This is an optimization exercise on Yosys and OpenROAD, whose aim is small area, not a production implementation.
RTL that was checked went through simulation tests only; none was proved equivalent to the original.
The clock port is modelled as an ideal driver; clocking choices that lean on that would not hold on a real chip.
No activity file was given, so power comes from the tool's default toggle rates.

==> inputs of exp/violet <==
==> flow/design.v <==
module ahb_slave(hreadyin, htrans, haddr, valid);
  input        hreadyin;
  input  [1:0] htrans;
  input  [31:0] haddr;
  output       valid;
  wire inwin = (haddr[31:28] == 4'b1000) & ~(haddr[27] & haddr[26]);
  assign valid = hreadyin & htrans[1] & inwin;
endmodule
module ahb_decode(addr, sel);
  input  [31:0] addr;
  output [2:0]  sel;
  assign sel[0] = (addr[31:28] == 4'b1000) & (addr[27:26] == 2'b00);
  assign sel[1] = (addr[31:28] == 4'b1000) & (addr[27:26] == 2'b01);
  assign sel[2] = (addr[31:28] == 4'b1000) & (addr[27:26] == 2'b10);
endmodule
module apb_controller(hclk, hresetn, hwrite, haddr, hwdata, valid,
                      pwrite, penable, psel, paddr, pwdata, hr_readyout);
  input        hclk, hresetn, hwrite, valid;
  input  [31:0] haddr, hwdata;
  output       pwrite, penable;
  output reg   hr_readyout;
  output [2:0] psel;
  output reg [31:0] paddr, pwdata;
  localparam ST_IDLE     = 3'b000,
             ST_READ     = 3'b011,
             ST_WWAIT    = 3'b111,
             ST_WRITE    = 3'b001,
             ST_RENABLE  = 3'b100,
             ST_WENABLE  = 3'b110,
             ST_WRITEP   = 3'b010,
             ST_WENABLEP = 3'b101;
  reg [2:0]  st, nst;
  reg [31:0] a1, a2;
  reg        w1, w2, b1, z, zz, psel_en;
  wire s_idle  = (st == ST_IDLE);
  wire s_read  = (st == ST_READ);
  wire s_ren   = (st == ST_RENABLE);
  wire s_wwait = (st == ST_WWAIT);
  wire s_write = (st == ST_WRITE);
  wire s_wen   = (st == ST_WENABLE);
  wire s_wp    = (st == ST_WRITEP);
  wire s_wenp  = (st == ST_WENABLEP);
  wire s_idl   = s_idle | s_ren;      
  wire rd = valid & ~hwrite;
  wire wr = valid &  hwrite;
  always @(*) begin
    case (st)
      ST_IDLE, ST_RENABLE, ST_WENABLE:
                   nst = wr ? ST_WWAIT : (rd ? ST_READ : ST_IDLE);
      ST_READ:     nst = ST_RENABLE;
      ST_WWAIT:    nst = valid ? ST_WRITEP : ST_WRITE;
      ST_WRITE:    nst = valid ? ST_WENABLEP : ST_WENABLE;
      ST_WRITEP:   nst = ST_WENABLEP;
      default:     nst = ~w2 ? ST_READ :
                         (valid & w1) ? ST_WRITEP :
                         ~valid ? ST_WRITE : ST_IDLE;
    endcase
  end
  wire big    = hwrite & b1;
  wire holdA2 = (s_wwait & valid & big) |
                (s_wenp & (~w2 | (valid ? big : ~w1)));
  wire selA  = s_idl;
  wire sel1  = (s_read & ~w1) | s_wwait | s_wen;
  wire sel2  = ((s_read & w1) | s_write | s_wp | s_wenp) & ~zz;
  wire ldD = ~(s_write | s_wp | (s_wenp & valid & ~w1));
  always @(posedge hclk) begin
    z  <= ~hresetn;
    a1 <= haddr;
    if (!holdA2) begin
      a2 <= a1;
      zz <= z;
    end
    w1 <= hwrite;
    w2 <= w1;
    b1 <= |hwdata[31:8];
    paddr  <= ({32{selA}} & haddr) | ({32{sel1}} & a1) | ({32{sel2}} & a2);
    if (ldD) pwdata <= hwdata;
  end
  always @(posedge hclk) begin
    if (!hresetn) begin
      st          <= ST_IDLE;
      psel_en     <= 1'b0;
      hr_readyout <= 1'b1;
    end else begin
      st          <= nst;
      psel_en     <= (s_idl & rd) | (s_wen & wr) | ~(s_idl | s_wen);
      hr_readyout <= s_read | s_write |
                     (s_idl & ~rd) |
                     ((s_wwait | s_wen) & ~valid) |
                     (s_wp & w1) |
                     (s_wenp & ~valid & w2);
    end
  end
  wire [2:0] sel1dec;
  ahb_decode dec1(.addr(a1), .sel(sel1dec));
  assign psel    = psel_en ? sel1dec : 3'b000;
  assign penable = s_ren | s_wen | s_wenp;
  assign pwrite  = ~(s_read | s_ren) & (~s_wwait | w2);
endmodule
module bridge_top(hclk,hresetn,hwrite,haddr,hwdata,hreadyin,htrans,prdata,pwrite,penable,psel,paddr,pwdata,hrdata,hr_readyout,hresp);
input hclk,hresetn,hwrite,hreadyin;
input [1:0]htrans;
input [31:0]haddr,hwdata,prdata;
output pwrite,penable,hr_readyout;
output [1:0]hresp;
output [2:0]psel;
output [31:0]paddr,pwdata,hrdata;
wire valid;
ahb_slave ahb_sl(.hreadyin(hreadyin), .htrans(htrans), .haddr(haddr), .valid(valid));
apb_controller apb_c(.hclk(hclk), .hresetn(hresetn), .hwrite(hwrite),
                     .haddr(haddr), .hwdata(hwdata), .valid(valid),
                     .pwrite(pwrite), .penable(penable),
                     .psel(psel), .paddr(paddr), .pwdata(pwdata),
                     .hr_readyout(hr_readyout));
assign hrdata = prdata;
assign hresp  = 2'b00;
endmodule
==> flow/flow/run.sh <==
#!/bin/bash
# Own layout flow. Steps, each tool's full output in a log file here:
#  1. the standard synthesis (standard.sh synth)            -> flow_synth.log
#  2. area re-mapping of the combinational cells of that netlist
#     with Yosys/ABC (flow/remap_abc.script); the registers, their
#     names and cell types are kept as instances, untouched        -> flow_remap.log
#  3. the rest of the standard layout (standard.sh finish), with
#     - port buffers of the smallest buffer cell (buf_1),
#     - the clock tree built by flow/clock_tree.tcl (ORFS's
#       PRE_CTS_TCL hook): register clock pins grouped by position,
#       one leaf buffer per group; TritonCTS skips it              -> flow_make.log
set -euo pipefail
W=$PWD
RES=$W/orfs/results/$FLOW_PLATFORM/bridge_top/base
LIB=$FLOW_HOME/platforms/$FLOW_PLATFORM/lib/sky130_fd_sc_hd__tt_025C_1v80.lib
YOSYS=$FLOW_HOME/../tools/install/yosys/bin/yosys
[[ -x $YOSYS ]] || YOSYS=yosys
CTS_LEAF=${OWN_CTS_LEAF:-sky130_fd_sc_hd__clkbuf_16}
CTS_ROOT=${OWN_CTS_ROOT:-none}
CTS_MAX=${OWN_CTS_MAX_SINKS:-36}

bash standard.sh synth > flow_synth.log 2>&1

cp $RES/1_2_yosys.v $W/standard_1_2_yosys.v
DONT=""
for c in sky130_fd_sc_hd__probe_p_8 sky130_fd_sc_hd__probec_p_8 \
         $(grep -o 'cell *( *"\?sky130_fd_sc_hd__lpflow_[a-z0-9_]*' $LIB | grep -o 'sky130_fd_sc_hd__lpflow_[a-z0-9_]*' | sort -u); do
  DONT="$DONT -dont_use $c"
done
cat > $W/remap.ys <<YS
read_liberty -ignore_miss_func $LIB
setattr -mod -set keep_hierarchy 1 sky130_fd_sc_hd__dfxtp_1 sky130_fd_sc_hd__edfxtp_1 sky130_fd_sc_hd__conb_1
read_verilog $W/standard_1_2_yosys.v
hierarchy -top $FLOW_TOP
flatten
opt -purge $FLOW_TOP
abc -liberty $LIB -script $W/flow/remap_abc.script $DONT $FLOW_TOP
opt_clean -purge $FLOW_TOP
cd $FLOW_TOP
rename -hide w:* i:* %d o:* %d
insbuf -buf sky130_fd_sc_hd__buf_4 A X
opt_clean -purge
cd
select -assert-none $FLOW_TOP/t:\$*
select $FLOW_TOP
write_verilog -selected -noattr -nohex -nodec $W/remapped_1_2_yosys.v
YS
$YOSYS -l flow_remap.log -q $W/remap.ys
cp $W/remapped_1_2_yosys.v $RES/1_2_yosys.v

bash standard.sh BUFFER_PORTS_ARGS="-buffer_cell sky130_fd_sc_hd__buf_1" \
  PRE_CTS_TCL="$W/flow/clock_tree.tcl" OWN_CTS_LEAF=$CTS_LEAF \
  OWN_CTS_ROOT=$CTS_ROOT OWN_CTS_MAX_SINKS=$CTS_MAX finish > flow_make.log 2>&1
==> flow/flow/clock_tree.tcl <==
# Hand-built clock tree, run before ORFS's CTS step (PRE_CTS_TCL).
# The register clock pins are split into groups by position (k-means); each
# group gets one leaf clock buffer at its centre, and the leaves are driven by
# one root buffer (the clock port itself then feeds a single cell). The nets
# made here are then skipped by clock_tree_synthesis.
set leaf_cell   $::env(OWN_CTS_LEAF)
set root_cell   $::env(OWN_CTS_ROOT)
set max_sinks   $::env(OWN_CTS_MAX_SINKS)

set block [ord::get_db_block]
set clk_net [$block findNet hclk]
set sinks {}
foreach it [$clk_net getITerms] {
  if {[$it isInputSignal]} { lappend sinks $it }
}
set n [llength $sinks]
set k [expr {int(ceil(double($n) / $max_sinks))}]
puts "own clock tree: $n sinks, $k leaf buffers of $leaf_cell"

# positions
set px {}; set py {}
foreach it $sinks {
  set inst [$it getInst]
  set bb [$inst getBBox]
  lappend px [expr {([$bb xMin] + [$bb xMax]) / 2.0}]
  lappend py [expr {([$bb yMin] + [$bb yMax]) / 2.0}]
}
# k-means, seeded by sorting along x then y (deterministic), capacity-limited
set order [lsort -real -indices $px]
set cx {}; set cy {}
for {set c 0} {$c < $k} {incr c} {
  set i [lindex $order [expr {int(($c + 0.5) * $n / $k)}]]
  lappend cx [lindex $px $i]; lappend cy [lindex $py $i]
}
set cap [expr {int(ceil(double($n) / $k))}]
for {set iter 0} {$iter < 30} {incr iter} {
  # assign: greedy by distance with capacity
  set pairs {}
  for {set i 0} {$i < $n} {incr i} {
    for {set c 0} {$c < $k} {incr c} {
      set d [expr {abs([lindex $px $i] - [lindex $cx $c]) + abs([lindex $py $i] - [lindex $cy $c])}]
      lappend pairs [list $d $i $c]
    }
  }
  set pairs [lsort -real -index 0 $pairs]
  set assign [lrepeat $n -1]
  set count [lrepeat $k 0]
  foreach p $pairs {
    lassign $p d i c
    if {[lindex $assign $i] >= 0} continue
    if {[lindex $count $c] >= $cap} continue
    lset assign $i $c
    lset count $c [expr {[lindex $count $c] + 1}]
  }
  set sx [lrepeat $k 0.0]; set sy [lrepeat $k 0.0]
  for {set i 0} {$i < $n} {incr i} {
    set c [lindex $assign $i]
    lset sx $c [expr {[lindex $sx $c] + [lindex $px $i]}]
    lset sy $c [expr {[lindex $sy $c] + [lindex $py $i]}]
  }
  for {set c 0} {$c < $k} {incr c} {
    set m [lindex $count $c]
    if {$m > 0} {
      lset cx $c [expr {[lindex $sx $c] / $m}]
      lset cy $c [expr {[lindex $sy $c] / $m}]
    }
  }
}
set dbu [$block getDbUnitsPerMicron]
set new_nets {}
set leaf_pins {}
for {set c 0} {$c < $k} {incr c} {
  set pins {}
  for {set i 0} {$i < $n} {incr i} {
    if {[lindex $assign $i] == $c} {
      set it [lindex $sinks $i]
      lappend pins [get_pins "[[$it getInst] getName]/[[$it getMTerm] getName]"]
    }
  }
  set x [expr {[lindex $cx $c] / $dbu}]
  set y [expr {[lindex $cy $c] / $dbu}]
  set buf [insert_buffer -buffer_cell $leaf_cell -net hclk -load_pins $pins \
             -location [list $x $y] -buffer_name "ownclk_leaf_$c" -net_name "ownclk_n_$c"]
  set bname [get_full_name $buf]
  puts "  leaf $c: [llength $pins] sinks at ($x, $y): $bname"
  set bi [$block findInst $bname]
  lappend new_nets [[[$bi findITerm X] getNet] getName]
  lappend leaf_pins [get_pins "$bname/A"]
}
if {![string match *none $root_cell]} {
  # root next to the centre of the leaves
  set x 0.0; set y 0.0
  foreach a $cx { set x [expr {$x + $a}] }
  foreach a $cy { set y [expr {$y + $a}] }
  set x [expr {$x / $k / $dbu}]; set y [expr {$y / $k / $dbu}]
  set buf [insert_buffer -buffer_cell $root_cell -net hclk -load_pins $leaf_pins \
    -location [list $x $y] -buffer_name "ownclk_root" -net_name "ownclk_r"]
  set bi [$block findInst [get_full_name $buf]]
  lappend new_nets [[[$bi findITerm X] getNet] getName]
}
foreach nn [concat hclk $new_nets] {
  [$block findNet $nn] setSigType CLOCK
}
set_cts_config -skip_nets [concat hclk $new_nets]
set_propagated_clock [all_clocks]
==> flow/flow/remap_abc.script <==
strash
dc2
dch -f
amap
strash
dch -f
amap
==> flow/standard.sh <==
#!/bin/bash
# synth_recipe.tcl (not shown) runs the flow's synth.tcl, then flattens the netlist and writes it again
# the make line also repeats each setting of config.mk as NAME=value (left out here)
make -C /OpenROAD-flow-scripts/flow DESIGN_CONFIG=/design/flow/config.mk WORK_HOME=/design/flow/orfs CLKGATE_MAP_FILE= SYNTH_SCRIPT=/design/flow/synth_recipe.tcl "${@:-finish}"
==> flow/config.mk <==
export PLATFORM = sky130hd
export DESIGN_NAME = bridge_top
export DESIGN_NICKNAME = bridge_top
export VERILOG_FILES = /design/flow/design.v
export SDC_FILE = /design/flow/constraint.sdc
export NUM_CORES = 4
export LEC_CHECK = 0
export CAP_MARGIN = 0
export CORE_MARGIN = 2
export CORE_UTILIZATION = 65
export SLEW_MARGIN = 0
==> flow/constraint.sdc <==
create_clock -name core_clock -period 4.0 [get_ports {hclk}]
set_input_delay 0.8000 -clock core_clock [delete_from_list [all_inputs] [get_ports {hclk}]]
set_output_delay 0.8000 -clock core_clock [all_outputs]
set_load 0.01 [all_outputs]
==> exp/quartz: changes against exp/violet <==
--- a/flow/design.v
+++ b/flow/design.v
@@ -22,13 +22,13 @@
   output [2:0] psel;
   output reg [31:0] paddr, pwdata;
   localparam ST_IDLE     = 3'b000,
-             ST_READ     = 3'b011,
-             ST_WWAIT    = 3'b111,
-             ST_WRITE    = 3'b001,
-             ST_RENABLE  = 3'b100,
-             ST_WENABLE  = 3'b110,
-             ST_WRITEP   = 3'b010,
-             ST_WENABLEP = 3'b101;
+             ST_READ     = 3'b001,
+             ST_WWAIT    = 3'b010,
+             ST_WRITE    = 3'b101,
+             ST_RENABLE  = 3'b011,
+             ST_WENABLE  = 3'b111,
+             ST_WRITEP   = 3'b100,
+             ST_WENABLEP = 3'b110;
   reg [2:0]  st, nst;
   reg [31:0] a1, a2;
   reg        w1, w2, b1, z, zz, psel_en;
--- a/flow/flow/run.sh
+++ b/flow/flow/run.sh
@@ -6,18 +6,15 @@
 #     names and cell types are kept as instances, untouched        -> flow_remap.log
 #  3. the rest of the standard layout (standard.sh finish), with
 #     - port buffers of the smallest buffer cell (buf_1),
-#     - the clock tree built by flow/clock_tree.tcl (ORFS's
-#       PRE_CTS_TCL hook): register clock pins grouped by position,
-#       one leaf buffer per group; TritonCTS skips it              -> flow_make.log
+#     - an area recovery pass after CTS (flow/downsize.tcl, ORFS's
+#       POST_CTS_TCL hook) that gives cells which repair enlarged the
+#       smallest size that keeps slew, capacitance and timing clean -> flow_make.log
 set -euo pipefail
 W=$PWD
 RES=$W/orfs/results/$FLOW_PLATFORM/bridge_top/base
 LIB=$FLOW_HOME/platforms/$FLOW_PLATFORM/lib/sky130_fd_sc_hd__tt_025C_1v80.lib
 YOSYS=$FLOW_HOME/../tools/install/yosys/bin/yosys
 [[ -x $YOSYS ]] || YOSYS=yosys
-CTS_LEAF=${OWN_CTS_LEAF:-sky130_fd_sc_hd__clkbuf_16}
-CTS_ROOT=${OWN_CTS_ROOT:-none}
-CTS_MAX=${OWN_CTS_MAX_SINKS:-36}
 
 bash standard.sh synth > flow_synth.log 2>&1
 
@@ -48,6 +45,20 @@
 $YOSYS -l flow_remap.log -q $W/remap.ys
 cp $W/remapped_1_2_yosys.v $RES/1_2_yosys.v
 
-bash standard.sh BUFFER_PORTS_ARGS="-buffer_cell sky130_fd_sc_hd__buf_1" \
-  PRE_CTS_TCL="$W/flow/clock_tree.tcl" OWN_CTS_LEAF=$CTS_LEAF \
-  OWN_CTS_ROOT=$CTS_ROOT OWN_CTS_MAX_SINKS=$CTS_MAX finish > flow_make.log 2>&1
+layout() { # leaf cell, root cell, max sinks per leaf, log
+  bash standard.sh BUFFER_PORTS_ARGS="-buffer_cell sky130_fd_sc_hd__buf_1" \
+    PRE_CTS_TCL="$W/flow/clock_tree.tcl" POST_CTS_TCL="$W/flow/downsize.tcl" \
+    OWN_CTS_LEAF=$1 OWN_CTS_ROOT=$2 OWN_CTS_MAX_SINKS=$3 finish > $4 2>&1
+}
+slew() { # worst register clock-pin slew of the final layout, in ns
+  OWN_LIB=$LIB OWN_RES=$RES openroad -no_init -exit $W/flow/clock_slew.tcl > $1 2>&1 || true
+  awk '/^worst_clock_pin_slew/ {print $2}' $1
+}
+
+layout sky130_fd_sc_hd__clkbuf_16 none 36 flow_make.log
+s=$(slew flow_slew.log)
+if awk -v s="$s" 'BEGIN {exit !(s == "" || s > 0.118)}'; then
+  rm -f $RES/4_* $RES/5_* $RES/6_* $W/out/final.def
+  layout sky130_fd_sc_hd__clkbuf_16 sky130_fd_sc_hd__clkbuf_8 28 flow_make_retry.log
+  slew flow_slew_retry.log > /dev/null || true
+fi
==> flow/flow/clock_slew.tcl (new file) <==
# Worst clock-pin slew of the registers in the final layout (extracted
# parasitics), printed as "worst_clock_pin_slew <ns>".
read_liberty $::env(OWN_LIB)
read_db $::env(OWN_RES)/6_final.odb
read_sdc $::env(OWN_RES)/6_final.sdc
read_spef $::env(OWN_RES)/6_final.spef
set_propagated_clock [all_clocks]
set worst 0
foreach p [get_pins -of_objects [all_registers] -filter "is_clock==1"] {
  foreach prop {slew_max_rise slew_max_fall} {
    set s [get_property $p $prop]
    if {$s > $worst} { set worst $s }
  }
}
puts "worst_clock_pin_slew $worst"
==> flow/flow/downsize.tcl (new file) <==
# Area recovery after CTS (ORFS's POST_CTS_TCL hook): each logic cell that
# repair made larger than the smallest cell of its family (same function and
# pins, e.g. o21ai_4 -> o21ai_0) is tried at each smaller size, smallest
# first; a size is kept only if the design then has no max-slew or
# max-capacitance violation and setup and hold slack stay at least the
# margins below. Registers, clock buffers and tie cells are left alone.
set ::ds_setup_margin 0.3
set ::ds_hold_margin  0.05

proc ds_ok {} {
  if {[sta::max_slew_violation_count] > 0} { return 0 }
  if {[sta::max_capacitance_violation_count] > 0} { return 0 }
  if {[sta::worst_slack -max] < $::ds_setup_margin} { return 0 }
  if {[sta::worst_slack -min] < $::ds_hold_margin} { return 0 }
  return 1
}

estimate_parasitics -placement
if {![ds_ok]} {
  puts "downsize: design not clean before downsizing, skipped"
} else {
  set saved 0.0
  foreach inst [get_cells *] {
    set m [get_property $inst ref_name]
    if {![regexp {^(sky130_fd_sc_hd__)([a-z0-9]+)_([0-9]+)$} $m -> pfx base drv]} continue
    if {[regexp {^(dfxtp|edfxtp|dfrtp|clkbuf|clkinv|conb|tapvpwrvgnd|fill|decap)} $base]} continue
    set cur_area [get_property [get_lib_cells $m] area]
    # smaller cells of the same family, smallest first
    set cands {}
    foreach lc [get_lib_cells ${pfx}${base}_*] {
      set n [get_name $lc]
      if {![regexp "^${pfx}${base}_\[0-9\]+\$" $n]} continue
      if {[lsearch -exact $::env(DONT_USE_CELLS) $n] >= 0} continue
      set a [get_property $lc area]
      if {$a < $cur_area - 1e-6} { lappend cands [list $a $n] }
    }
    foreach c [lsort -real -index 0 $cands] {
      lassign $c a n
      replace_cell $inst $n
      estimate_parasitics -placement
      if {[ds_ok]} {
        puts "downsize: [get_name $inst] $m -> $n"
        set saved [expr {$saved + $cur_area - $a}]
        break
      }
      replace_cell $inst $m
      estimate_parasitics -placement
    }
  }
  puts [format "downsize: saved %.2f um2" $saved]
  detailed_placement
  check_placement -verbose
}
==> flow/flow/remap_abc.script (replaced) <==
strash
dc2
dch -f
amap
strash
dc2
dch -f
amap
strash
dch -f
amap
==> exp/harbor: changes against exp/violet <==
--- a/flow/design.v
+++ b/flow/design.v
@@ -22,13 +22,13 @@
   output [2:0] psel;
   output reg [31:0] paddr, pwdata;
   localparam ST_IDLE     = 3'b000,
-             ST_READ     = 3'b011,
-             ST_WWAIT    = 3'b111,
-             ST_WRITE    = 3'b001,
+             ST_READ     = 3'b001,
+             ST_WWAIT    = 3'b010,
+             ST_WRITE    = 3'b011,
              ST_RENABLE  = 3'b100,
-             ST_WENABLE  = 3'b110,
-             ST_WRITEP   = 3'b010,
-             ST_WENABLEP = 3'b101;
+             ST_WENABLE  = 3'b101,
+             ST_WRITEP   = 3'b110,
+             ST_WENABLEP = 3'b111;
   reg [2:0]  st, nst;
   reg [31:0] a1, a2;
   reg        w1, w2, b1, z, zz, psel_en;
--- a/flow/flow/run.sh
+++ b/flow/flow/run.sh
@@ -8,7 +8,10 @@
 #     - port buffers of the smallest buffer cell (buf_1),
 #     - the clock tree built by flow/clock_tree.tcl (ORFS's
 #       PRE_CTS_TCL hook): register clock pins grouped by position,
-#       one leaf buffer per group; TritonCTS skips it              -> flow_make.log
+#       one leaf buffer per group; TritonCTS skips it,
+#     - an area recovery pass after CTS (flow/downsize.tcl, ORFS's
+#       POST_CTS_TCL hook) that gives cells which repair enlarged the
+#       smallest size that keeps slew, capacitance and timing clean -> flow_make.log
 set -euo pipefail
 W=$PWD
 RES=$W/orfs/results/$FLOW_PLATFORM/bridge_top/base
@@ -49,5 +52,6 @@
 cp $W/remapped_1_2_yosys.v $RES/1_2_yosys.v
 
 bash standard.sh BUFFER_PORTS_ARGS="-buffer_cell sky130_fd_sc_hd__buf_1" \
-  PRE_CTS_TCL="$W/flow/clock_tree.tcl" OWN_CTS_LEAF=$CTS_LEAF \
+  PRE_CTS_TCL="$W/flow/clock_tree.tcl" POST_CTS_TCL="$W/flow/downsize.tcl" \
+  OWN_CTS_LEAF=$CTS_LEAF \
   OWN_CTS_ROOT=$CTS_ROOT OWN_CTS_MAX_SINKS=$CTS_MAX finish > flow_make.log 2>&1
==> flow/flow/downsize.tcl (new file) <==
# Area recovery after CTS (ORFS's POST_CTS_TCL hook): each logic cell that
# repair made larger than the smallest cell of its family (same function and
# pins, e.g. o21ai_4 -> o21ai_0) is tried at each smaller size, smallest
# first; a size is kept only if the design then has no max-slew or
# max-capacitance violation and setup and hold slack stay at least the
# margins below. Registers, clock buffers and tie cells are left alone.
set setup_margin 0.3
set hold_margin  0.05

proc ds_ok {} {
  global setup_margin hold_margin
  if {[sta::max_slew_violation_count] > 0} { return 0 }
  if {[sta::max_capacitance_violation_count] > 0} { return 0 }
  if {[sta::worst_slack -max] < $setup_margin} { return 0 }
  if {[sta::worst_slack -min] < $hold_margin} { return 0 }
  return 1
}

estimate_parasitics -placement
if {![ds_ok]} {
  puts "downsize: design not clean before downsizing, skipped"
} else {
  set saved 0.0
  foreach inst [get_cells *] {
    set m [get_property $inst ref_name]
    if {![regexp {^(sky130_fd_sc_hd__)([a-z0-9]+)_([0-9]+)$} $m -> pfx base drv]} continue
    if {[regexp {^(dfxtp|edfxtp|dfrtp|clkbuf|clkinv|conb|tapvpwrvgnd|fill|decap)} $base]} continue
    set cur_area [get_property [get_lib_cells $m] area]
    # smaller cells of the same family, smallest first
    set cands {}
    foreach lc [get_lib_cells ${pfx}${base}_*] {
      set n [get_name $lc]
      if {![regexp "^${pfx}${base}_\[0-9\]+\$" $n]} continue
      if {[lsearch -exact $::env(DONT_USE_CELLS) $n] >= 0} continue
      set a [get_property $lc area]
      if {$a < $cur_area - 1e-6} { lappend cands [list $a $n] }
    }
    foreach c [lsort -real -index 0 $cands] {
      lassign $c a n
      replace_cell $inst $n
      estimate_parasitics -placement
      if {[ds_ok]} {
        puts "downsize: [get_name $inst] $m -> $n"
        set saved [expr {$saved + $cur_area - $a}]
        break
      }
      replace_cell $inst $m
      estimate_parasitics -placement
    }
  }
  puts [format "downsize: saved %.2f um2" $saved]
  detailed_placement
  check_placement -verbose
}
==> flow/flow/remap_abc.script (replaced) <==
strash
dc2
dch -f
amap
strash
dc2
dch -f
amap
strash
dch -f
amap
==> summary.txt <==
Outcome
  – First Error: Error: cts.tcl, 90 can't read "setup_margin": no such variable
  – Status: did not finish
  – Exit stage: 4_1_cts

Floorplan
  – Die Height: 86.75 um
  – Chip width: 86.75 um
  – Initial Utilization: 66.24%

Placed design
  – Placed insts: 494

Synthesis
  – Post-Synthesis Cells: 304
[end of results for exp/harbor]
==> summary.txt <==
Placed design
  – Placed insts: 483

Floorplan
  – Chip width: 86.47 um

Synthesis
  – Post-Synthesis Cells: 295

Outcome
  – Status: timing/DRC/antenna clean
[end of results for exp/quartz]
==> summary.txt <==
Outcome
  – Status: timing/DRC/antenna clean

Synthesis
  – Post-Synthesis Cells: 335

Placed design
  – IO Port Bufs: 138

Floorplan
  – Die Height: 87.36 um
  – Initial Utilization: 66.85%
  – Chip width: 87.36 um

Worst setup path
  – WP data required: 3.83 ns

Power and ir drop
  – Logic pwr share: 5.8%

Timing
  – Slew Limit Fails: 0
[end of results for exp/violet]
Function not checked in exp/violet and exp/quartz: the RTL went through the layout flow alone.

## afterwards: timing with drivers on the ports
In the flow no input, the clock included, has a driving cell. The finished layouts below were timed again as built, in two steps. Step 1: set_driving_cell puts a clkbuf_16 on hclk and a buf_2 on each other input, an assumption about the parent block. Step 2 moves the port delays by t, midway between the first and last clock arrival at a register: inputs arrive t later, outputs are due t later. That takes back most of the time a late clock gives input paths. Slacks: no drivers / after step 1 / after step 2; pairs: no drivers / after step 1.
| run | t, ns | setup slack, ns | worst setup path at the end |
|---|---|---|---|
| exp/violet | 0.250 | 1.251 / 1.309 / 1.059 | input to register |
| exp/quartz | 0.409 | 1.135 / 1.135 / 1.040 | input to register |
After both steps every run listed still meets setup and hold. For exp/violet, which loses most, drivers alone change the setup slack by +0.058 ns; drivers and shift together by -0.192 ns.
